Source: an optimization exercise on an open RTL-to-GDS flow (aim: small area). Production flows keep margins and buffers that such runs may drop. Only simulation tests tie the RTL to the original design; equivalence was not proved.

==> design/flow/design.v <==
module regfile (
    input wire clk, rst,
    input wire [15:0] d,
    input wire [7:0] we,
    input wire [2:0] l_sel, r_sel,
    output wire [15:0] l_out, r_out,
    output wire [7:0] leds
);
reg [127:0] r;
genvar i;
generate
    for (i = 0; i < 8; i = i + 1) begin : gp
        always @(posedge clk)
            if (rst | we[i])
                r[16*i +: 16] <= d & {16{~rst}};
    end
endgenerate
assign l_out = r[16*l_sel +: 16] & {16{~rst}};
assign r_out = r[16*r_sel +: 16] & {16{~rst}};
assign leds = r[7:0] & {8{~rst}};
endmodule
module fadd (
    input wire a, b, c,
    output wire s, co
);
assign s  = a ^ b ^ c;
assign co = (a & b) | (c & (a ^ b));
endmodule
module alu (
    input wire [15:0] a_in,
    input wire [15:0] b_in,
    output wire [15:0] out,
    input wire c_add, c_sub, c_and, c_or, c_xor, c_shl, c_shr, c_mul, c_div, c_pa, c_pb,
    input wire carry_in,
    output wire [4:0] flags
);
wire [16:0] ac;
wire [15:0] as;
assign ac[0] = carry_in ^ c_sub;
genvar k;
generate
    for (k = 0; k < 16; k = k + 1) begin : addc
        fadd f(a_in[k], b_in[k] ^ c_sub, ac[k], as[k], ac[k+1]);
    end
endgenerate
wire carry_out = ac[16] ^ c_sub;
wire dv = c_div | c_shr;
wire sh = c_shl | c_shr;
wire [15:0] oh = 16'b1 << b_in[3:0];
wire big = |b_in[15:4];
wire [15:0] y = sh ? oh : b_in;
wire [16:0] hz;     
assign hz[16] = 1'b1;
generate
    for (k = 15; k >= 0; k = k - 1) begin : hzc
        assign hz[k] = hz[k+1] & ~y[k];
    end
endgenerate
wire [15:0] q;      
wire [0:0] l0, y0, s0, r0, g0, p0;
wire [1:0] c0;
assign l0 = dv & a_in[15];
assign y0 = dv ? ~y[0:0] : (a_in[0:0] & {1{y[15]}});
assign g0 = l0 & y0;
assign p0 = l0 | y0;
assign c0[0] = dv;
fadd f0_0(l0[0], y0[0], c0[0], s0[0], c0[1]);
assign q[0] = c0[1] & hz[1];
assign r0 = (dv & ~q[0]) ? l0 : s0;
wire [1:0] l1, y1, s1, r1, g1, p1;
wire [2:0] c1;
assign l1 = {r0[0:0], dv & a_in[14]};
assign y1 = dv ? ~y[1:0] : (a_in[1:0] & {2{y[14]}});
assign g1 = l1 & y1;
assign p1 = l1 | y1;
assign c1[0] = dv;
wire m1_1;
fadd f1_0(l1[0], y1[0], c1[0], s1[0], m1_1);
fadd f1_1(l1[1], y1[1], m1_1, s1[1], c1[2]);
assign q[1] = c1[2] & hz[2];
assign r1 = (dv & ~q[1]) ? l1 : s1;
wire [2:0] l2, y2, s2, r2, g2, p2;
wire [3:0] c2;
assign l2 = {r1[1:0], dv & a_in[13]};
assign y2 = dv ? ~y[2:0] : (a_in[2:0] & {3{y[13]}});
assign g2 = l2 & y2;
assign p2 = l2 | y2;
assign c2[0] = dv;
wire m2_1;
fadd f2_0(l2[0], y2[0], c2[0], s2[0], m2_1);
wire m2_2;
fadd f2_1(l2[1], y2[1], m2_1, s2[1], m2_2);
fadd f2_2(l2[2], y2[2], m2_2, s2[2], c2[3]);
assign q[2] = c2[3] & hz[3];
assign r2 = (dv & ~q[2]) ? l2 : s2;
wire [3:0] l3, y3, s3, r3, g3, p3;
wire [4:0] c3;
assign l3 = {r2[2:0], dv & a_in[12]};
assign y3 = dv ? ~y[3:0] : (a_in[3:0] & {4{y[12]}});
assign g3 = l3 & y3;
assign p3 = l3 | y3;
assign c3[0] = dv;
wire m3_1;
fadd f3_0(l3[0], y3[0], c3[0], s3[0], m3_1);
wire m3_2;
fadd f3_1(l3[1], y3[1], m3_1, s3[1], m3_2);
wire m3_3;
fadd f3_2(l3[2], y3[2], m3_2, s3[2], m3_3);
fadd f3_3(l3[3], y3[3], m3_3, s3[3], c3[4]);
assign q[3] = c3[4] & hz[4];
assign r3 = (dv & ~q[3]) ? l3 : s3;
wire [4:0] l4, y4, s4, r4, g4, p4;
wire [5:0] c4;
assign l4 = {r3[3:0], dv & a_in[11]};
assign y4 = dv ? ~y[4:0] : (a_in[4:0] & {5{y[11]}});
assign g4 = l4 & y4;
assign p4 = l4 | y4;
assign c4[0] = dv;
wire m4_1;
fadd f4_0(l4[0], y4[0], c4[0], s4[0], m4_1);
wire m4_2;
fadd f4_1(l4[1], y4[1], m4_1, s4[1], m4_2);
wire m4_3;
fadd f4_2(l4[2], y4[2], m4_2, s4[2], m4_3);
fadd f4_3(l4[3], y4[3], m4_3, s4[3], c4[4]);
fadd f4_4(l4[4], y4[4], c4[4], s4[4], c4[5]);
assign q[4] = c4[5] & hz[5];
assign r4 = (dv & ~q[4]) ? l4 : s4;
wire [5:0] l5, y5, s5, r5, g5, p5;
wire [6:0] c5;
assign l5 = {r4[4:0], dv & a_in[10]};
assign y5 = dv ? ~y[5:0] : (a_in[5:0] & {6{y[10]}});
assign g5 = l5 & y5;
assign p5 = l5 | y5;
assign c5[0] = dv;
wire m5_1;
fadd f5_0(l5[0], y5[0], c5[0], s5[0], m5_1);
wire m5_2;
fadd f5_1(l5[1], y5[1], m5_1, s5[1], m5_2);
wire m5_3;
fadd f5_2(l5[2], y5[2], m5_2, s5[2], m5_3);
fadd f5_3(l5[3], y5[3], m5_3, s5[3], c5[4]);
wire m5_5;
fadd f5_4(l5[4], y5[4], c5[4], s5[4], m5_5);
fadd f5_5(l5[5], y5[5], m5_5, s5[5], c5[6]);
assign q[5] = c5[6] & hz[6];
assign r5 = (dv & ~q[5]) ? l5 : s5;
wire [6:0] l6, y6, s6, r6, g6, p6;
wire [7:0] c6;
assign l6 = {r5[5:0], dv & a_in[9]};
assign y6 = dv ? ~y[6:0] : (a_in[6:0] & {7{y[9]}});
assign g6 = l6 & y6;
assign p6 = l6 | y6;
assign c6[0] = dv;
wire m6_1;
fadd f6_0(l6[0], y6[0], c6[0], s6[0], m6_1);
wire m6_2;
fadd f6_1(l6[1], y6[1], m6_1, s6[1], m6_2);
wire m6_3;
fadd f6_2(l6[2], y6[2], m6_2, s6[2], m6_3);
fadd f6_3(l6[3], y6[3], m6_3, s6[3], c6[4]);
wire m6_5;
fadd f6_4(l6[4], y6[4], c6[4], s6[4], m6_5);
wire m6_6;
fadd f6_5(l6[5], y6[5], m6_5, s6[5], m6_6);
fadd f6_6(l6[6], y6[6], m6_6, s6[6], c6[7]);
assign q[6] = c6[7] & hz[7];
assign r6 = (dv & ~q[6]) ? l6 : s6;
wire [7:0] l7, y7, s7, r7, g7, p7;
wire [8:0] c7;
assign l7 = {r6[6:0], dv & a_in[8]};
assign y7 = dv ? ~y[7:0] : (a_in[7:0] & {8{y[8]}});
assign g7 = l7 & y7;
assign p7 = l7 | y7;
assign c7[0] = dv;
wire m7_1;
fadd f7_0(l7[0], y7[0], c7[0], s7[0], m7_1);
wire m7_2;
fadd f7_1(l7[1], y7[1], m7_1, s7[1], m7_2);
wire m7_3;
fadd f7_2(l7[2], y7[2], m7_2, s7[2], m7_3);
wire m7_4;
fadd f7_3(l7[3], y7[3], m7_3, s7[3], m7_4);
assign c7[4] = (g7[0] & p7[1] & p7[2] & p7[3]) | (g7[1] & p7[2] & p7[3]) | (g7[2] & p7[3]) | (g7[3]) | (p7[0] & p7[1] & p7[2] & p7[3] & c7[0]);
wire m7_5;
fadd f7_4(l7[4], y7[4], c7[4], s7[4], m7_5);
wire m7_6;
fadd f7_5(l7[5], y7[5], m7_5, s7[5], m7_6);
wire m7_7;
fadd f7_6(l7[6], y7[6], m7_6, s7[6], m7_7);
wire m7_8;
fadd f7_7(l7[7], y7[7], m7_7, s7[7], m7_8);
assign c7[8] = (g7[4] & p7[5] & p7[6] & p7[7]) | (g7[5] & p7[6] & p7[7]) | (g7[6] & p7[7]) | (g7[7]) | (p7[4] & p7[5] & p7[6] & p7[7] & c7[4]);
assign q[7] = c7[8] & hz[8];
assign r7 = (dv & ~q[7]) ? l7 : s7;
wire [8:0] l8, y8, s8, r8, g8, p8;
wire [9:0] c8;
assign l8 = {r7[7:0], dv & a_in[7]};
assign y8 = dv ? ~y[8:0] : (a_in[8:0] & {9{y[7]}});
assign g8 = l8 & y8;
assign p8 = l8 | y8;
assign c8[0] = dv;
wire m8_1;
fadd f8_0(l8[0], y8[0], c8[0], s8[0], m8_1);
wire m8_2;
fadd f8_1(l8[1], y8[1], m8_1, s8[1], m8_2);
wire m8_3;
fadd f8_2(l8[2], y8[2], m8_2, s8[2], m8_3);
wire m8_4;
fadd f8_3(l8[3], y8[3], m8_3, s8[3], m8_4);
assign c8[4] = (g8[0] & p8[1] & p8[2] & p8[3]) | (g8[1] & p8[2] & p8[3]) | (g8[2] & p8[3]) | (g8[3]) | (p8[0] & p8[1] & p8[2] & p8[3] & c8[0]);
wire m8_5;
fadd f8_4(l8[4], y8[4], c8[4], s8[4], m8_5);
wire m8_6;
fadd f8_5(l8[5], y8[5], m8_5, s8[5], m8_6);
wire m8_7;
fadd f8_6(l8[6], y8[6], m8_6, s8[6], m8_7);
wire m8_8;
fadd f8_7(l8[7], y8[7], m8_7, s8[7], m8_8);
assign c8[8] = (g8[4] & p8[5] & p8[6] & p8[7]) | (g8[5] & p8[6] & p8[7]) | (g8[6] & p8[7]) | (g8[7]) | (p8[4] & p8[5] & p8[6] & p8[7] & c8[4]);
fadd f8_8(l8[8], y8[8], c8[8], s8[8], c8[9]);
assign q[8] = c8[9] & hz[9];
assign r8 = (dv & ~q[8]) ? l8 : s8;
wire [9:0] l9, y9, s9, r9, g9, p9;
wire [10:0] c9;
assign l9 = {r8[8:0], dv & a_in[6]};
assign y9 = dv ? ~y[9:0] : (a_in[9:0] & {10{y[6]}});
assign g9 = l9 & y9;
assign p9 = l9 | y9;
assign c9[0] = dv;
wire m9_1;
fadd f9_0(l9[0], y9[0], c9[0], s9[0], m9_1);
wire m9_2;
fadd f9_1(l9[1], y9[1], m9_1, s9[1], m9_2);
wire m9_3;
fadd f9_2(l9[2], y9[2], m9_2, s9[2], m9_3);
wire m9_4;
fadd f9_3(l9[3], y9[3], m9_3, s9[3], m9_4);
assign c9[4] = (g9[0] & p9[1] & p9[2] & p9[3]) | (g9[1] & p9[2] & p9[3]) | (g9[2] & p9[3]) | (g9[3]) | (p9[0] & p9[1] & p9[2] & p9[3] & c9[0]);
wire m9_5;
fadd f9_4(l9[4], y9[4], c9[4], s9[4], m9_5);
wire m9_6;
fadd f9_5(l9[5], y9[5], m9_5, s9[5], m9_6);
wire m9_7;
fadd f9_6(l9[6], y9[6], m9_6, s9[6], m9_7);
wire m9_8;
fadd f9_7(l9[7], y9[7], m9_7, s9[7], m9_8);
assign c9[8] = (g9[4] & p9[5] & p9[6] & p9[7]) | (g9[5] & p9[6] & p9[7]) | (g9[6] & p9[7]) | (g9[7]) | (p9[4] & p9[5] & p9[6] & p9[7] & c9[4]);
wire m9_9;
fadd f9_8(l9[8], y9[8], c9[8], s9[8], m9_9);
fadd f9_9(l9[9], y9[9], m9_9, s9[9], c9[10]);
assign q[9] = c9[10] & hz[10];
assign r9 = (dv & ~q[9]) ? l9 : s9;
wire [10:0] l10, y10, s10, r10, g10, p10;
wire [11:0] c10;
assign l10 = {r9[9:0], dv & a_in[5]};
assign y10 = dv ? ~y[10:0] : (a_in[10:0] & {11{y[5]}});
assign g10 = l10 & y10;
assign p10 = l10 | y10;
assign c10[0] = dv;
wire m10_1;
fadd f10_0(l10[0], y10[0], c10[0], s10[0], m10_1);
wire m10_2;
fadd f10_1(l10[1], y10[1], m10_1, s10[1], m10_2);
wire m10_3;
fadd f10_2(l10[2], y10[2], m10_2, s10[2], m10_3);
wire m10_4;
fadd f10_3(l10[3], y10[3], m10_3, s10[3], m10_4);
assign c10[4] = (g10[0] & p10[1] & p10[2] & p10[3]) | (g10[1] & p10[2] & p10[3]) | (g10[2] & p10[3]) | (g10[3]) | (p10[0] & p10[1] & p10[2] & p10[3] & c10[0]);
wire m10_5;
fadd f10_4(l10[4], y10[4], c10[4], s10[4], m10_5);
wire m10_6;
fadd f10_5(l10[5], y10[5], m10_5, s10[5], m10_6);
wire m10_7;
fadd f10_6(l10[6], y10[6], m10_6, s10[6], m10_7);
wire m10_8;
fadd f10_7(l10[7], y10[7], m10_7, s10[7], m10_8);
assign c10[8] = (g10[4] & p10[5] & p10[6] & p10[7]) | (g10[5] & p10[6] & p10[7]) | (g10[6] & p10[7]) | (g10[7]) | (p10[4] & p10[5] & p10[6] & p10[7] & c10[4]);
wire m10_9;
fadd f10_8(l10[8], y10[8], c10[8], s10[8], m10_9);
wire m10_10;
fadd f10_9(l10[9], y10[9], m10_9, s10[9], m10_10);
fadd f10_10(l10[10], y10[10], m10_10, s10[10], c10[11]);
assign q[10] = c10[11] & hz[11];
assign r10 = (dv & ~q[10]) ? l10 : s10;
wire [11:0] l11, y11, s11, r11, g11, p11;
wire [12:0] c11;
assign l11 = {r10[10:0], dv & a_in[4]};
assign y11 = dv ? ~y[11:0] : (a_in[11:0] & {12{y[4]}});
assign g11 = l11 & y11;
assign p11 = l11 | y11;
assign c11[0] = dv;
wire m11_1;
fadd f11_0(l11[0], y11[0], c11[0], s11[0], m11_1);
wire m11_2;
fadd f11_1(l11[1], y11[1], m11_1, s11[1], m11_2);
wire m11_3;
fadd f11_2(l11[2], y11[2], m11_2, s11[2], m11_3);
wire m11_4;
fadd f11_3(l11[3], y11[3], m11_3, s11[3], m11_4);
assign c11[4] = (g11[0] & p11[1] & p11[2] & p11[3]) | (g11[1] & p11[2] & p11[3]) | (g11[2] & p11[3]) | (g11[3]) | (p11[0] & p11[1] & p11[2] & p11[3] & c11[0]);
wire m11_5;
fadd f11_4(l11[4], y11[4], c11[4], s11[4], m11_5);
wire m11_6;
fadd f11_5(l11[5], y11[5], m11_5, s11[5], m11_6);
wire m11_7;
fadd f11_6(l11[6], y11[6], m11_6, s11[6], m11_7);
wire m11_8;
fadd f11_7(l11[7], y11[7], m11_7, s11[7], m11_8);
assign c11[8] = (g11[4] & p11[5] & p11[6] & p11[7]) | (g11[5] & p11[6] & p11[7]) | (g11[6] & p11[7]) | (g11[7]) | (p11[4] & p11[5] & p11[6] & p11[7] & c11[4]);
wire m11_9;
fadd f11_8(l11[8], y11[8], c11[8], s11[8], m11_9);
wire m11_10;
fadd f11_9(l11[9], y11[9], m11_9, s11[9], m11_10);
wire m11_11;
fadd f11_10(l11[10], y11[10], m11_10, s11[10], m11_11);
wire m11_12;
fadd f11_11(l11[11], y11[11], m11_11, s11[11], m11_12);
assign c11[12] = (g11[8] & p11[9] & p11[10] & p11[11]) | (g11[9] & p11[10] & p11[11]) | (g11[10] & p11[11]) | (g11[11]) | (p11[8] & p11[9] & p11[10] & p11[11] & c11[8]);
assign q[11] = c11[12] & hz[12];
assign r11 = (dv & ~q[11]) ? l11 : s11;
wire [12:0] l12, y12, s12, r12, g12, p12;
wire [13:0] c12;
assign l12 = {r11[11:0], dv & a_in[3]};
assign y12 = dv ? ~y[12:0] : (a_in[12:0] & {13{y[3]}});
assign g12 = l12 & y12;
assign p12 = l12 | y12;
assign c12[0] = dv;
wire m12_1;
fadd f12_0(l12[0], y12[0], c12[0], s12[0], m12_1);
wire m12_2;
fadd f12_1(l12[1], y12[1], m12_1, s12[1], m12_2);
wire m12_3;
fadd f12_2(l12[2], y12[2], m12_2, s12[2], m12_3);
wire m12_4;
fadd f12_3(l12[3], y12[3], m12_3, s12[3], m12_4);
assign c12[4] = (g12[0] & p12[1] & p12[2] & p12[3]) | (g12[1] & p12[2] & p12[3]) | (g12[2] & p12[3]) | (g12[3]) | (p12[0] & p12[1] & p12[2] & p12[3] & c12[0]);
wire m12_5;
fadd f12_4(l12[4], y12[4], c12[4], s12[4], m12_5);
wire m12_6;
fadd f12_5(l12[5], y12[5], m12_5, s12[5], m12_6);
wire m12_7;
fadd f12_6(l12[6], y12[6], m12_6, s12[6], m12_7);
wire m12_8;
fadd f12_7(l12[7], y12[7], m12_7, s12[7], m12_8);
assign c12[8] = (g12[4] & p12[5] & p12[6] & p12[7]) | (g12[5] & p12[6] & p12[7]) | (g12[6] & p12[7]) | (g12[7]) | (p12[4] & p12[5] & p12[6] & p12[7] & c12[4]);
wire m12_9;
fadd f12_8(l12[8], y12[8], c12[8], s12[8], m12_9);
wire m12_10;
fadd f12_9(l12[9], y12[9], m12_9, s12[9], m12_10);
wire m12_11;
fadd f12_10(l12[10], y12[10], m12_10, s12[10], m12_11);
wire m12_12;
fadd f12_11(l12[11], y12[11], m12_11, s12[11], m12_12);
assign c12[12] = (g12[8] & p12[9] & p12[10] & p12[11]) | (g12[9] & p12[10] & p12[11]) | (g12[10] & p12[11]) | (g12[11]) | (p12[8] & p12[9] & p12[10] & p12[11] & c12[8]);
fadd f12_12(l12[12], y12[12], c12[12], s12[12], c12[13]);
assign q[12] = c12[13] & hz[13];
assign r12 = (dv & ~q[12]) ? l12 : s12;
wire [13:0] l13, y13, s13, r13, g13, p13;
wire [14:0] c13;
assign l13 = {r12[12:0], dv & a_in[2]};
assign y13 = dv ? ~y[13:0] : (a_in[13:0] & {14{y[2]}});
assign g13 = l13 & y13;
assign p13 = l13 | y13;
assign c13[0] = dv;
wire m13_1;
fadd f13_0(l13[0], y13[0], c13[0], s13[0], m13_1);
wire m13_2;
fadd f13_1(l13[1], y13[1], m13_1, s13[1], m13_2);
wire m13_3;
fadd f13_2(l13[2], y13[2], m13_2, s13[2], m13_3);
wire m13_4;
fadd f13_3(l13[3], y13[3], m13_3, s13[3], m13_4);
assign c13[4] = (g13[0] & p13[1] & p13[2] & p13[3]) | (g13[1] & p13[2] & p13[3]) | (g13[2] & p13[3]) | (g13[3]) | (p13[0] & p13[1] & p13[2] & p13[3] & c13[0]);
wire m13_5;
fadd f13_4(l13[4], y13[4], c13[4], s13[4], m13_5);
wire m13_6;
fadd f13_5(l13[5], y13[5], m13_5, s13[5], m13_6);
wire m13_7;
fadd f13_6(l13[6], y13[6], m13_6, s13[6], m13_7);
wire m13_8;
fadd f13_7(l13[7], y13[7], m13_7, s13[7], m13_8);
assign c13[8] = (g13[4] & p13[5] & p13[6] & p13[7]) | (g13[5] & p13[6] & p13[7]) | (g13[6] & p13[7]) | (g13[7]) | (p13[4] & p13[5] & p13[6] & p13[7] & c13[4]);
wire m13_9;
fadd f13_8(l13[8], y13[8], c13[8], s13[8], m13_9);
wire m13_10;
fadd f13_9(l13[9], y13[9], m13_9, s13[9], m13_10);
wire m13_11;
fadd f13_10(l13[10], y13[10], m13_10, s13[10], m13_11);
wire m13_12;
fadd f13_11(l13[11], y13[11], m13_11, s13[11], m13_12);
assign c13[12] = (g13[8] & p13[9] & p13[10] & p13[11]) | (g13[9] & p13[10] & p13[11]) | (g13[10] & p13[11]) | (g13[11]) | (p13[8] & p13[9] & p13[10] & p13[11] & c13[8]);
wire m13_13;
fadd f13_12(l13[12], y13[12], c13[12], s13[12], m13_13);
fadd f13_13(l13[13], y13[13], m13_13, s13[13], c13[14]);
assign q[13] = c13[14] & hz[14];
assign r13 = (dv & ~q[13]) ? l13 : s13;
wire [14:0] l14, y14, s14, r14, g14, p14;
wire [15:0] c14;
assign l14 = {r13[13:0], dv & a_in[1]};
assign y14 = dv ? ~y[14:0] : (a_in[14:0] & {15{y[1]}});
assign g14 = l14 & y14;
assign p14 = l14 | y14;
assign c14[0] = dv;
wire m14_1;
fadd f14_0(l14[0], y14[0], c14[0], s14[0], m14_1);
wire m14_2;
fadd f14_1(l14[1], y14[1], m14_1, s14[1], m14_2);
wire m14_3;
fadd f14_2(l14[2], y14[2], m14_2, s14[2], m14_3);
wire m14_4;
fadd f14_3(l14[3], y14[3], m14_3, s14[3], m14_4);
assign c14[4] = (g14[0] & p14[1] & p14[2] & p14[3]) | (g14[1] & p14[2] & p14[3]) | (g14[2] & p14[3]) | (g14[3]) | (p14[0] & p14[1] & p14[2] & p14[3] & c14[0]);
wire m14_5;
fadd f14_4(l14[4], y14[4], c14[4], s14[4], m14_5);
wire m14_6;
fadd f14_5(l14[5], y14[5], m14_5, s14[5], m14_6);
wire m14_7;
fadd f14_6(l14[6], y14[6], m14_6, s14[6], m14_7);
wire m14_8;
fadd f14_7(l14[7], y14[7], m14_7, s14[7], m14_8);
assign c14[8] = (g14[4] & p14[5] & p14[6] & p14[7]) | (g14[5] & p14[6] & p14[7]) | (g14[6] & p14[7]) | (g14[7]) | (p14[4] & p14[5] & p14[6] & p14[7] & c14[4]);
wire m14_9;
fadd f14_8(l14[8], y14[8], c14[8], s14[8], m14_9);
wire m14_10;
fadd f14_9(l14[9], y14[9], m14_9, s14[9], m14_10);
wire m14_11;
fadd f14_10(l14[10], y14[10], m14_10, s14[10], m14_11);
wire m14_12;
fadd f14_11(l14[11], y14[11], m14_11, s14[11], m14_12);
assign c14[12] = (g14[8] & p14[9] & p14[10] & p14[11]) | (g14[9] & p14[10] & p14[11]) | (g14[10] & p14[11]) | (g14[11]) | (p14[8] & p14[9] & p14[10] & p14[11] & c14[8]);
wire m14_13;
fadd f14_12(l14[12], y14[12], c14[12], s14[12], m14_13);
wire m14_14;
fadd f14_13(l14[13], y14[13], m14_13, s14[13], m14_14);
fadd f14_14(l14[14], y14[14], m14_14, s14[14], c14[15]);
assign q[14] = c14[15] & hz[15];
assign r14 = (dv & ~q[14]) ? l14 : s14;
wire [15:0] l15, y15, s15, r15, g15, p15;
wire [16:0] c15;
assign l15 = {r14[14:0], dv & a_in[0]};
assign y15 = dv ? ~y[15:0] : (a_in[15:0] & {16{y[0]}});
assign g15 = l15 & y15;
assign p15 = l15 | y15;
assign c15[0] = dv;
wire m15_1;
fadd f15_0(l15[0], y15[0], c15[0], s15[0], m15_1);
wire m15_2;
fadd f15_1(l15[1], y15[1], m15_1, s15[1], m15_2);
wire m15_3;
fadd f15_2(l15[2], y15[2], m15_2, s15[2], m15_3);
wire m15_4;
fadd f15_3(l15[3], y15[3], m15_3, s15[3], m15_4);
assign c15[4] = (g15[0] & p15[1] & p15[2] & p15[3]) | (g15[1] & p15[2] & p15[3]) | (g15[2] & p15[3]) | (g15[3]) | (p15[0] & p15[1] & p15[2] & p15[3] & c15[0]);
wire m15_5;
fadd f15_4(l15[4], y15[4], c15[4], s15[4], m15_5);
wire m15_6;
fadd f15_5(l15[5], y15[5], m15_5, s15[5], m15_6);
wire m15_7;
fadd f15_6(l15[6], y15[6], m15_6, s15[6], m15_7);
wire m15_8;
fadd f15_7(l15[7], y15[7], m15_7, s15[7], m15_8);
assign c15[8] = (g15[4] & p15[5] & p15[6] & p15[7]) | (g15[5] & p15[6] & p15[7]) | (g15[6] & p15[7]) | (g15[7]) | (p15[4] & p15[5] & p15[6] & p15[7] & c15[4]);
wire m15_9;
fadd f15_8(l15[8], y15[8], c15[8], s15[8], m15_9);
wire m15_10;
fadd f15_9(l15[9], y15[9], m15_9, s15[9], m15_10);
wire m15_11;
fadd f15_10(l15[10], y15[10], m15_10, s15[10], m15_11);
wire m15_12;
fadd f15_11(l15[11], y15[11], m15_11, s15[11], m15_12);
assign c15[12] = (g15[8] & p15[9] & p15[10] & p15[11]) | (g15[9] & p15[10] & p15[11]) | (g15[10] & p15[11]) | (g15[11]) | (p15[8] & p15[9] & p15[10] & p15[11] & c15[8]);
wire m15_13;
fadd f15_12(l15[12], y15[12], c15[12], s15[12], m15_13);
wire m15_14;
fadd f15_13(l15[13], y15[13], m15_13, s15[13], m15_14);
wire m15_15;
fadd f15_14(l15[14], y15[14], m15_14, s15[14], m15_15);
wire m15_16;
fadd f15_15(l15[15], y15[15], m15_15, s15[15], m15_16);
assign c15[16] = (g15[12] & p15[13] & p15[14] & p15[15]) | (g15[13] & p15[14] & p15[15]) | (g15[14] & p15[15]) | (g15[15]) | (p15[12] & p15[13] & p15[14] & p15[15] & c15[12]);
assign q[15] = c15[16];
assign r15 = s15;
wire [15:0] prod = r15;
wire [15:0] quot;
generate
    for (k = 0; k < 16; k = k + 1) begin : qr
        assign quot[15-k] = q[k];
    end
endgenerate
wire lg3 = c_and | c_or | c_pa | c_pb;
wire lg2 = c_or | c_xor | c_pa;
wire lg1 = c_or | c_xor | c_pb;
wire [15:0] lu = (a_in & b_in & {16{lg3}}) | (a_in & ~b_in & {16{lg2}}) | (~a_in & b_in & {16{lg1}});
wire sel_p = c_mul | (c_shl & ~big);
wire sel_q = c_div | (c_shr & ~big);
wire sel_a = c_add | c_sub;
assign out = lu | (as & {16{sel_a}}) | (prod & {16{sel_p}}) | (quot & {16{sel_q}});
wire m0 = c_sub | c_or | c_shl | c_mul | c_pa;
assign flags[0] = ~(|out);
assign flags[1] = sel_a & carry_out;
assign flags[2] = out[15];
assign flags[3] = ((a_in[15] ^ b_in[15]) ^ ~m0) & ((b_in[15] ^ out[15]) ^ m0);
assign flags[4] = ^out;
endmodule
module pc (
    input wire [15:0] in,
    output reg [15:0] out,
    input wire clk, inc, ie, irq, rst,
    output reg [15:0] saved_pc,
    output reg chg           
);
wire [15:0] t1 = ie ? in : out;
wire [15:0] t2 = inc ? t1 + 16'b1 : t1;
wire take = irq & (ie | inc);
wire [15:0] nx = take ? 16'b1 : t2;
always @(posedge clk, posedge rst) begin
    if (rst) begin
        out <= 16'b0;
        chg <= 1'b1;
    end else begin
        out <= nx;
        chg <= nx != out;
    end
end
always @(posedge clk) begin
    if (rst)
        saved_pc <= 16'b0;
    else if (take)
        saved_pc <= t2;
end
endmodule
module decoder (
    input wire [15:0] instr,
    output wire pc_inc, pc_ie, reg_in_mux_ctl, alu_r_mux_ctl, alu_cin, ram_write, ram_read,
    output wire alu_flags_ie, reg_sr_in, sr_ie, sr_pc_over, ram_read_done, pc_sr_ie, irq_instr, jtr_op,
    output wire c_add, c_sub, c_and, c_or, c_xor, c_shl, c_shr, c_mul, c_div, c_pa, c_pb,
    output wire [2:0] reg_l_ctl, reg_r_ctl,
    output wire [7:0] gp_reg_ie,
    input wire mem_busy, mem_ready,
    input wire [4:0] flags
);
wire [6:0] op = instr[6:0];
wire [2:0] tg = instr[9:7];
wire [2:0] fo = instr[12:10];
wire [2:0] so = instr[15:13];
wire o_mov = op == 7'h01, o_ldd = op == 7'h02, o_ldo = op == 7'h03, o_ldi = op == 7'h04;
wire o_std = op == 7'h05, o_sto = op == 7'h06, o_add = op == 7'h07, o_adi = op == 7'h08;
wire o_adc = op == 7'h09, o_sub = op == 7'h0A, o_suc = op == 7'h0B, o_cmp = op == 7'h0C;
wire o_cmi = op == 7'h0D, o_jmp = op == 7'h0E, o_jal = op == 7'h0F, o_srl = op == 7'h10;
wire o_srs = op == 7'h11, o_sys = op == 7'h12, o_and = op == 7'h13, o_orr = op == 7'h14;
wire o_xor = op == 7'h15, o_ani = op == 7'h16, o_ori = op == 7'h17, o_xoi = op == 7'h18;
wire o_shl = op == 7'h19, o_shr = op == 7'h1A, o_cai = op == 7'h1B, o_mul = op == 7'h1C;
wire o_div = op == 7'h1D, o_irt = op == 7'h1E;
reg jmp_en;
always @(*) begin
    case (instr[10:7])
        4'b0001: jmp_en = flags[1];
        4'b0010: jmp_en = flags[0];
        4'b0011: jmp_en = flags[2];
        4'b0100: jmp_en = ~(flags[2] | flags[0]);
        4'b0101: jmp_en = flags[0] | flags[2];
        4'b0110: jmp_en = ~flags[2];
        4'b0111: jmp_en = ~flags[0];
        4'b1000: jmp_en = flags[3];
        4'b1001: jmp_en = flags[3];
        default: jmp_en = 1'b1;
    endcase
end
wire ld = o_ldd | o_ldo;
wire st = o_std | o_sto;
wire ld_wait = ld & ~mem_busy & ~mem_ready;
assign pc_inc = ~((ld & (mem_busy | ~mem_ready)) | (st & mem_busy) | (o_jmp & jmp_en) | o_jal | o_irt);
assign pc_ie = (o_jmp & jmp_en) | o_jal | o_irt;
assign reg_in_mux_ctl = ld & ~mem_busy;
assign ram_read_done = ld & ~mem_busy & mem_ready;
assign ram_read = ld_wait;
assign ram_write = st & ~mem_busy;
assign alu_r_mux_ctl = ld | o_ldi | st | o_adi | o_cmi | o_jmp | o_jal | o_ani | o_ori | o_xoi | o_cai;
assign alu_cin = (o_adc | o_suc) & flags[1];
assign alu_flags_ie = o_add | o_adi | o_adc | o_sub | o_suc | o_cmp | o_cmi | o_and | o_orr | o_xor
                    | o_ani | o_ori | o_xoi | o_shl | o_shr | o_cai | o_mul | o_div;
assign reg_sr_in = o_jal | o_srl;
assign sr_ie = o_srs;
assign sr_pc_over = o_jal;
assign pc_sr_ie = o_irt;
assign irq_instr = o_sys;
assign jtr_op = o_jmp | o_jal | o_irt;
assign c_sub = o_sub | o_suc | o_cmp | o_cmi;
assign c_and = o_and | o_ani | o_cai;
assign c_or  = o_orr | o_ori;
assign c_xor = o_xor | o_xoi;
assign c_shl = o_shl;
assign c_shr = o_shr;
assign c_mul = o_mul;
assign c_div = o_div;
assign c_pa  = o_mov;
assign c_pb  = o_ldd | o_ldi | o_std | o_jmp | o_jal | o_srs;
assign c_add = ~(c_sub | c_and | c_or | c_xor | c_shl | c_shr | c_mul | c_div | c_pa | c_pb);
wire l_fo = o_mov | o_ldo | o_add | o_adi | o_adc | o_sub | o_suc | o_cmp | o_cmi | o_and | o_orr | o_xor
          | o_ani | o_ori | o_xoi | o_shl | o_shr | o_cai | o_mul | o_div;
assign reg_l_ctl = l_fo ? fo : o_sto ? so : 3'b0;
wire r_so = o_add | o_adc | o_sub | o_suc | o_cmp | o_and | o_orr | o_xor | o_shl | o_shr | o_mul | o_div;
assign reg_r_ctl = r_so ? so : (o_std | o_sto | o_srs) ? fo : 3'b0;
wire we = o_mov | (ld & ~mem_busy & mem_ready) | o_ldi | o_add | o_adi | o_adc | o_sub | o_suc
        | o_jal | o_srl | o_and | o_orr | o_xor | o_ani | o_ori | o_xoi | o_shl | o_shr | o_mul | o_div;
assign gp_reg_ie = {8{we}} & (8'b1 << tg);
endmodule
module fetch (
    input wire clk,
    input wire [15:0] pc_in,
    input wire pc_chg,               
    input wire [31:0] ram_data,
    input wire ram_busy, ram_cack, ram_data_ready,
    output reg ram_read,
    output reg [31:0] instr_out,
    output wire [15:0] ram_addr,
    output reg ram_addr_ovr,
    output reg pc_hold,
    input wire flag_boot_mode,
    input wire rst,
    input wire irq_in, irq_en,
    output reg irq_p,
    input wire [7:0] pc_page_in
);
reg [1:0] state;
reg c_acked;
reg [31:0] pref_instr;
reg [7:0] prev_pc_page, saved_pc_page;
reg prev_irq;
reg [3:0] ra_hi;
reg [11:0] ra_lo;
assign ram_addr = {ra_hi, ra_lo};
function pok(input [6:0] o);
    pok = o != 7'h02 && o != 7'h03 && o != 7'h05 && o != 7'h06;
endfunction
wire chg = pc_chg | (pc_page_in != prev_pc_page);
wire hit = pc_in == ram_addr && pc_page_in == saved_pc_page;
wire [15:0] pc_nx = pc_in + 16'b1;
reg n_rd, n_ovr, n_hold, n_ack, ld_addr, ld_pref;
reg [1:0] n_state;
reg [15:0] n_addr;
reg [1:0] isel;   
always @(*) begin
    n_rd = ram_read; n_ovr = ram_addr_ovr; n_hold = pc_hold; n_ack = c_acked;
    n_state = state; ld_addr = 1'b0; n_addr = pc_in; ld_pref = 1'b0;
    isel = 2'd0;
    if (chg) begin
        n_hold = 1'b1;
        isel = 2'd1;
    end
    case (state)
        2'd0: begin
            if ((chg | pc_hold) & ~ram_busy) begin
                n_rd = 1'b1; n_ovr = 1'b1; ld_addr = 1'b1; n_addr = pc_in; n_state = 2'd1;
            end else if (pok(instr_out[6:0])) begin
                n_rd = 1'b1; n_ovr = 1'b1; ld_addr = 1'b1; n_addr = pc_nx; n_state = 2'd2;
            end
        end
        2'd1: begin
            if (~ram_cack & ~c_acked) begin
                n_rd = 1'b1; n_ovr = 1'b1;
            end else begin
                n_rd = 1'b0; n_ack = 1'b1;
                if (ram_data_ready) begin
                    n_ack = 1'b0; n_hold = 1'b0; isel = 2'd2;
                    if (pok(ram_data[6:0])) begin
                        n_rd = 1'b1; n_ovr = 1'b1; ld_addr = 1'b1; n_addr = pc_nx; n_state = 2'd2;
                    end else begin
                        n_ovr = 1'b0; n_state = 2'd0;
                    end
                end else
                    n_ovr = 1'b1;
            end
        end
        2'd2: begin
            if (~ram_cack & ~c_acked) begin
                n_rd = 1'b1; n_ovr = 1'b1;
            end else begin
                n_rd = 1'b0; n_ack = 1'b1;
                if (ram_data_ready & (chg | pc_hold)) begin
                    n_ack = 1'b0;
                    if (hit) begin
                        n_ovr = 1'b0; n_hold = 1'b0; isel = 2'd2;
                        if (pok(ram_data[6:0])) begin
                            n_rd = 1'b1; n_ovr = 1'b1; ld_addr = 1'b1; n_addr = pc_nx; n_state = 2'd2;
                        end else begin
                            n_ovr = 1'b0; n_state = 2'd0;
                        end
                    end else begin
                        n_rd = 1'b1; n_ovr = 1'b1; ld_addr = 1'b1; n_addr = pc_in; n_state = 2'd1;
                    end
                end else if (ram_data_ready) begin
                    n_ack = 1'b0; ld_pref = 1'b1; n_state = 2'd3;
                end else
                    n_ovr = 1'b1;
            end
        end
        2'd3: begin
            if (chg | pc_hold) begin
                if (hit) begin
                    n_ack = 1'b0; n_hold = 1'b0; isel = 2'd3;
                    if (pok(pref_instr[6:0])) begin
                        n_rd = 1'b1; n_ovr = 1'b1; ld_addr = 1'b1; n_addr = pc_nx; n_state = 2'd2;
                    end else begin
                        n_ovr = 1'b0; n_state = 2'd0;
                    end
                end else begin
                    n_rd = 1'b1; n_ovr = 1'b1; ld_addr = 1'b1; n_addr = pc_in; n_state = 2'd1;
                end
            end
        end
    endcase
end
wire run = ~flag_boot_mode;
always @(negedge clk, posedge rst) begin
    if (rst) begin
        ram_read <= 1'b0;
        instr_out <= 32'b0;
        ra_hi <= 4'b0;
        ram_addr_ovr <= 1'b0;
        pc_hold <= 1'b0;
        state <= 2'b0;
        c_acked <= 1'b0;
        irq_p <= 1'b0;
        prev_irq <= 1'b0;
    end else begin
        if (run) begin
            ram_read <= n_rd;
            ram_addr_ovr <= n_ovr;
            pc_hold <= n_hold;
            c_acked <= n_ack;
            state <= n_state;
            if (ld_addr)
                ra_hi <= n_addr[15:12];
            case (isel)
                2'd1: instr_out <= 32'b0;
                2'd2: instr_out <= ram_data;
                2'd3: instr_out <= pref_instr;
                default: ;
            endcase
        end
        if (pc_in == 16'b1 && pc_page_in == 8'b0 && irq_p)
            irq_p <= 1'b0;
        else if (irq_in & ~prev_irq & irq_en)
            irq_p <= 1'b1;
        prev_irq <= irq_in;
    end
end
always @(negedge clk) begin
    if (run & ld_addr) begin
        ra_lo <= n_addr[11:0];
        saved_pc_page <= pc_page_in;
    end
    if (run & ld_pref)
        pref_instr <= ram_data;
    prev_pc_page <= pc_page_in;
end
endmodule
module sregs (
    input wire clk,
    input wire rst,
    input wire sr_ie,
    input wire [15:0] sr_sel, sr_in,
    input wire jtr_op,
    output wire [15:0] sr_out,       
    output wire boot_mode, instr_mem_over,
    input wire irq_in, irq_instr,
    output wire irq_en,
    input wire out_addr_ovr, pc_move,
    input wire [4:0] alu_flags_in,
    output reg [4:0] alu_flags,
    input wire alu_flags_ie,
    input wire [15:0] saved_pc,
    output reg [15:0] irq_pc,
    input wire [15:0] addr_in,
    output wire [19:0] addr_out,
    input wire [15:0] prog_in,
    output wire [19:0] prog_out,
    output wire [7:0] prog_page_out
);
reg [3:0] rt_mode;
reg [1:0] jtr_mode, jtr_mode_buff;
reg [3:0] irq_flags;
reg [15:0] virt_scratch_reg;
reg [127:0] mem_page, prog_page;
wire hi0 = sr_sel[15:3] == 13'b0;
wire s1 = hi0 & sr_sel[2:0] == 3'd1;
wire s2 = hi0 & sr_sel[2:0] == 3'd2;
wire s3 = hi0 & sr_sel[2:0] == 3'd3;
wire s4 = hi0 & sr_sel[2:0] == 3'd4;
wire s5 = hi0 & sr_sel[2:0] == 3'd5;
wire s6 = hi0 & sr_sel[2:0] == 3'd6;
wire sel0 = hi0 & sr_sel[2:0] == 3'd0;
wire irq_take = irq_in & rt_mode[2] & pc_move;
always @(posedge clk, posedge rst) begin
    if (rst) begin
        rt_mode <= 4'b0001;
        jtr_mode <= 2'b01;
        jtr_mode_buff <= 2'b01;
        alu_flags <= 5'b0;
    end else begin
        if (sr_ie & s1 & rt_mode[0])
            rt_mode <= sr_in[3:0];
        if (sr_ie & s2)
            jtr_mode_buff <= sr_in[1:0];
        if ((jtr_op | (sr_ie & sel0)) & pc_move)
            jtr_mode <= jtr_mode_buff;
        if (out_addr_ovr)
            rt_mode[2] <= 1'b1;
        if (irq_take) begin
            rt_mode[0] <= 1'b1;
            rt_mode[3] <= 1'b0;
            jtr_mode[1] <= 1'b0;
            jtr_mode_buff[1] <= 1'b0;
            rt_mode[2] <= 1'b0;
        end
        if (alu_flags_ie)
            alu_flags <= alu_flags_in;
        else if (sr_ie & s4)
            alu_flags <= sr_in[4:0];
    end
end
always @(posedge clk) begin
    if (rst) begin
        irq_pc <= 16'b0;
        virt_scratch_reg <= 16'b0;
        irq_flags <= 4'b0;
    end else begin
        if (sr_ie & s3)
            irq_pc <= sr_in;
        if (sr_ie & s6)
            virt_scratch_reg <= sr_in;
        if (irq_take)
            irq_flags <= {irq_instr, rt_mode[0], jtr_mode[1], rt_mode[3]};
    end
end
wire mp_wr = sr_ie & rt_mode[0] & (sr_sel[15:4] == 12'd1);
wire pp_wr = sr_ie & rt_mode[0] & (sr_sel[15:4] == 12'd2);
wire [7:0] pdin = sr_in[7:0] & {8{~rst}};
genvar i;
generate
    for (i = 0; i < 16; i = i + 1) begin : pt
        always @(posedge clk)
            if (rst | (mp_wr & sr_sel[3:0] == i))
                mem_page[8*i +: 8] <= pdin;
        always @(posedge clk)
            if (rst | (pp_wr & sr_sel[3:0] == i))
                prog_page[8*i +: 8] <= pdin;
    end
endgenerate
assign boot_mode = jtr_mode[0];
assign instr_mem_over = rt_mode[1];
assign irq_en = rt_mode[2];
assign sr_out = ({16{s1}} & {12'b0, rt_mode})
              | ({16{s2}} & {14'b0, jtr_mode})
              | ({16{s3}} & saved_pc)
              | ({16{s4}} & {11'b0, alu_flags})
              | ({16{s5}} & {12'b0, irq_flags})
              | ({16{s6}} & virt_scratch_reg);
wire [7:0] mp = mem_page[8*addr_in[15:12] +: 8];
wire [7:0] pp = prog_page[8*prog_in[15:12] +: 8];
assign addr_out = rt_mode[3] ? {mp, addr_in[11:0]} : {4'b0, addr_in};
assign prog_page_out = jtr_mode[1] ? pp : {4'b0, prog_in[15:12]};
assign prog_out = {prog_page_out, prog_in[11:0]};
endmodule
module cpu (
    input wire clk, rst,
    output wire [19:0] e_addr_bus,
    output wire [15:0] e_prog_addr, e_data,
    input wire [15:0] e_mem_bus,
    input wire [31:0] e_instr,
    input wire [31:0] e_sdram_instr,
    input wire e_mem_busy, e_mem_ready, e_mem_cack,
    input wire irq_in,
    output wire ram_read_out, ram_write, ram_instr_access, ram_read_done,
    output wire [7:0] e_reg_leds,
    output wire [3:0] e_pc_leds
);
wire [15:0] reg_l_bus, reg_r_bus, alu_bus, alu_r_mux, reg_in_mux, spec_reg_out, sr_out;
wire [15:0] prog_addr, saved_pc, irq_pc, fetch_addr;
wire [31:0] instr_bus, fetch_instr_bus;
wire [19:0] alu_bus_paged, fetch_addr_paged;
wire [7:0] prog_page;
wire [4:0] alu_flags_f, alu_flags_out;
wire [2:0] reg_l_ctl, reg_r_ctl;
wire [7:0] gp_reg_ie;
wire pc_inc, pc_ie, reg_in_mux_ctl, alu_r_mux_ctl, alu_cin, alu_flags_ie, reg_sr_in, sr_ie, sr_pc_over, ram_read, irq_instr, pc_sr_ie, jtr_op;
wire c_add, c_sub, c_and, c_or, c_xor, c_shl, c_shr, c_mul, c_div, c_pa, c_pb;
wire fetch_ram_read, fetch_wait, fetch_addr_mux, irq_p, irq_en, pc_chg;
wire flag_boot_mode, flag_instr_mem_over;
wire sel0 = instr_bus[31:16] == 16'b0;
wire adv = ~fetch_wait | flag_boot_mode;
wire pc_ie_g = (pc_ie | (sr_ie & sel0)) & adv;
wire pc_inc_g = pc_inc & adv;
regfile gp(clk, rst, reg_in_mux, gp_reg_ie, reg_l_ctl, reg_r_ctl, reg_l_bus, reg_r_bus, e_reg_leds);
alu alu(reg_l_bus, alu_r_mux, alu_bus, c_add, c_sub, c_and, c_or, c_xor, c_shl, c_shr, c_mul, c_div, c_pa, c_pb,
    alu_cin, alu_flags_f);
pc pc(pc_sr_ie ? irq_pc : alu_r_mux, prog_addr, clk, pc_inc_g, pc_ie_g, irq_p | irq_instr, rst, saved_pc, pc_chg);
decoder decoder(instr_bus[15:0], pc_inc, pc_ie, reg_in_mux_ctl, alu_r_mux_ctl, alu_cin, ram_write, ram_read,
    alu_flags_ie, reg_sr_in, sr_ie, sr_pc_over, ram_read_done, pc_sr_ie, irq_instr, jtr_op,
    c_add, c_sub, c_and, c_or, c_xor, c_shl, c_shr, c_mul, c_div, c_pa, c_pb,
    reg_l_ctl, reg_r_ctl, gp_reg_ie, e_mem_busy, e_mem_ready, alu_flags_out);
fetch fetch(clk, prog_addr, pc_chg, e_sdram_instr, e_mem_busy, e_mem_cack, e_mem_ready, fetch_ram_read, fetch_instr_bus,
    fetch_addr, fetch_addr_mux, fetch_wait, flag_boot_mode, rst, irq_in, irq_en, irq_p, prog_page);
sregs sregs(clk, rst, sr_ie, instr_bus[31:16], reg_r_bus, jtr_op, sr_out, flag_boot_mode, flag_instr_mem_over,
    irq_p | irq_instr, irq_instr, irq_en, pc_sr_ie, pc_ie_g | pc_inc_g,
    alu_flags_f, alu_flags_out, alu_flags_ie, saved_pc, irq_pc,
    alu_bus, alu_bus_paged, fetch_addr, fetch_addr_paged, prog_page);
assign spec_reg_out = (sel0 | sr_pc_over) ? prog_addr : sr_out;
assign reg_in_mux = reg_sr_in ? spec_reg_out : reg_in_mux_ctl ? e_mem_bus : alu_bus;
assign alu_r_mux = alu_r_mux_ctl ? instr_bus[31:16] : reg_r_bus;
assign e_addr_bus = fetch_addr_mux ? fetch_addr_paged : alu_bus_paged;
assign instr_bus = flag_boot_mode ? e_instr : fetch_instr_bus;
assign e_prog_addr = prog_addr;
assign e_data = reg_r_bus;
assign e_pc_leds = prog_addr[3:0];
assign ram_read_out = ram_read | fetch_ram_read;
assign ram_instr_access = fetch_addr_mux | flag_instr_mem_over;
endmodule
==> design/flow/run.sh <==
#!/bin/bash
# synth_recipe.tcl (not shown) runs the flow's synth.tcl, then flattens the netlist and writes it again
# the make line also repeats each setting of config.mk as NAME=value (left out here)
make -C /OpenROAD-flow-scripts/flow DESIGN_CONFIG=/design/flow/config.mk WORK_HOME=/design/flow/orfs CLKGATE_MAP_FILE= SYNTH_SCRIPT=/design/flow/synth_recipe.tcl finish
==> design/flow/config.mk <==
export PLATFORM = sky130hd
export DESIGN_NAME = cpu
export DESIGN_NICKNAME = cpu
export VERILOG_FILES = /design/flow/design.v
export SDC_FILE = /design/flow/constraint.sdc
export NUM_CORES = 4
export LEC_CHECK = 0
export ABC_AREA = 1
export CAP_MARGIN = 20
export CORE_MARGIN = 2
export CORE_UTILIZATION = 40
export SLEW_MARGIN = 20
==> design/flow/constraint.sdc <==
create_clock -name core_clock -period 140.0 [get_ports {clk}]
set_input_delay 28.0000 -clock core_clock [delete_from_list [all_inputs] [get_ports {clk}]]
set_output_delay 28.0000 -clock core_clock [all_outputs]
set_load 0.01 [all_outputs]
==> summary.txt <==
==> cells in the mapped netlist (50+ instances only) <==
master      n
or2_2      50
ha_1      211
o211ai_1  102
o22ai_1    71
a21oi_1   209
xor2_1     55
inv_1     694
nand2_1   752
nand3_1   233
fa_1      127
dfxtp_1    60
nor2_1    439
clkbuf_1  175
o21ai_0   618
edfxtp_1  436
==> cell type report <==
cell class	instances	area share, %
tap	1357	3.63
clock inverter	104	1.51
timing repair buffer	298	5.78
clock buffer	65	3.21
multi-input combinational	3357	45.3
inverter	735	6.00
sequential	570	34.6
antenna	3	0.0161
==> kinds of logic (layout without fill, tap and decap cells) <==
family / Yosys count / count (layout) / share of synthesized area, %
other: 0 / 3 / 0
AOI/OAI and AO/OA: 1250 / 1251 / 18.1
muxes: 10 / 10 / 0.247
buffers and inverters: 974 / 1202 / 9.36
DFF: 570 / 570 / 39.8
xor gates and xnor gates: 95 / 95 / 2.05
adders and majority gates: 338 / 338 / 12.8
and+or+nand+nor: 1660 / 1663 / 17.8
==> metal layers <==
| layer | track usage (%) | wire, um | up-vias |
|---|---|---|---|
| li1 | - | - | 16866 |
| met1 | 36.2 | 59800 | 17447 |
| met2 | 48.1 | 72100 | 1571 |
| met3 | 3.91 | 11100 | 310 |
| met4 | 12.0 | 6880 | 2 |
| met5 | 0 | 13 | - |
==> critical path: cells and delay by family (launching register included) <==
| family | cells | cell delay, ns |
|---|---|---|
| xor+xnor | 1 | 0.13 |
| compound gates | 39 | 5.80 |
| fa+ha+maj | 47 | 14.52 |
| simple gates | 75 | 10.56 |
| buf+inv | 56 | 6.85 |
| flops | 1 | 0.38 |
==> worst paths after layout <==
kind / end / slack, ns / cells after the start
max in group asynchronous: fetch.instr_out[12]$_DFFE_NP0P_ / 40.47 / 4
min in group asynchronous: sregs.jtr_mode_buff[1]$_DFFE_PP0P_ / 28.25 / 3
worst min-delay path: fetch.instr_out[18]$_DFFE_NP0P_ / 0.44 / 2
worst max register to register: gp.r[63]$_DFFE_PP_ / 31.32 / 216
worst max-delay path: e_addr_bus[12] / 3.05 / 218
worst min register to register: fetch.instr_out[18]$_DFFE_NP0P_ / 0.44 / 2
==> stage by stage <==
step	setup TNS, ns	utilization [%]	hold WS [ns]
2_1_floorplan	0	-	0.404
3_3_place_gp	0	43.7	0.431
3_5_place_dp	0	43.8	0.436
4_1_cts	0	46.0	0.437
5_1_grt	-0.357	46.6	0.462
6_report	0	46.6	0.439
==> repair_timing <==
item / 4_1_cts / 5_1_grt
endpoints found under the setup margin: 0 / 20
setup buffers: 0 / 22
resized for setup: 0 / 101
endpoints found under the hold margin: 0 / 0
hold buffers: 0 / 0
==> results_dict.tcl <==
set metrics [dict create \
    outcome "complete, no violations" \
    final_max_slew_viol_count 0 \
    slowest_delay_ns 0.58 \
    synth_edf_count 436 \
    num_io_pins 154 \
    grt_overflow_total 0 \
    routed_wl_mm 150 \
    drt_first_iter_violations 3793 \
    post_drt_wl_per_cell_um 23.1 \
    clock_skew_ns 0.0982 \
    ys_seq_area_share_pct 39.8 \
    postSynth.asyncResetShare_pct 13.0 \
    worst_slack_ns 3.05 \
    cp.arrival_ns 108.95 \
    layout_common_cells "inv_1 (742), nand2_1 (737), o21ai_0 (593), edfxtp_1 (436), nor2_1 (430)" \
    cts_buffers 59 \
    final_common_cell "inv_1" \
    placed_area_sq_um 43900 \
    reg_top3 "gp.r (128), sregs.mem_page (128), sregs.prog_page (128)" \
    die_w_um 323 \
    dp.cells 6292 \
    fp.dieArea_sq_um 104000 \
    dp_slack_ns 0.985 \
    cts_max_level 2 \
    worstPathRequired_ns 112.00 \
    grt_pass1_wl_mm 222 \
    layout-drive-gt1-share_pct 9.90 \
    startpoint_type "flip-flop" \
    syn_inst 4897 \
    dp_hpwl_mm 109 \
    drc_errors 0 \
    core_area_sq_um 100000 \
    cts-root-buf "clkbuf_16" \
    track_usage_pct 28.3 \
    tightest_slew_ns 1.15 \
    rows 116 \
    synth_area_leader_cell "edfxtp_1" \
    area_growth_syn_to_layout_pct 15.0 \
    yosysTopAreaCellShare_pct 32.2 \
    nets 5505 \
    syn_area_per_cell_sq_um 8.29 \
    ys_types 78 \
    finalWeightedCongestion 0.987 \
    clockBufferDepth 3 \
    num_vias 36196 \
    die_h_um 323 \
    max_cap_viol_count 0 \
    yosys-top-cells-area "edfxtp_1 (32%), o21ai_0 (7.6%), nand2_1 (7.0%), ha_1 (6.5%), inv_1 (6.4%)" \
    crit_path_max_fanout 45 \
    finish.instance_area_sq_um 46700 \
    viasPerCell 5.58 \
    stdcell_count 6489 \
    synth_seq_cells 570 \
    fillers 9827 \
    antenna_found_initial 3 \
    clk_latency_ns 0.69 \
    numPortBuffers 153 \
    cp-startpoint "fetch.instr_out[4]$_DFFE_NP0P_" \
    hold_class "flip-flop to flip-flop" \
    cts_tree "built" \
    clk_pin_slew_ns 0.05 \
    worstSetupPathType "flip-flop to output pin" \
    max_slew_margin_pct 22.7 \
    slowest_stage "clkdlybuf4s50_1" \
    synth_nets 5321 \
    finalSetupViolCount 0 \
    ant_nets 0 \
    reg2reg_from "fetch.instr_out[4]$_DFFE_NP0P_" \
    grt_max_degree 109 \
    clkSinkCount 570 \
    netlist_area_sq_um 40600 \
    synthFlopType "edfxtp_1" \
    end_kind "output pin" \
    start_util_pct 40.5 \
    yosys_warnings 5 \
    drtPass1Iterations 6 \
    multi_input_area_sq_um 21200 \
    final-hold-violation-count 0 \
    first_global_vias 34881 \
    seqCellArea_sq_um 16200 \
    min_from "fetch.instr_out[18]$_DFFE_NP0P_" \
]
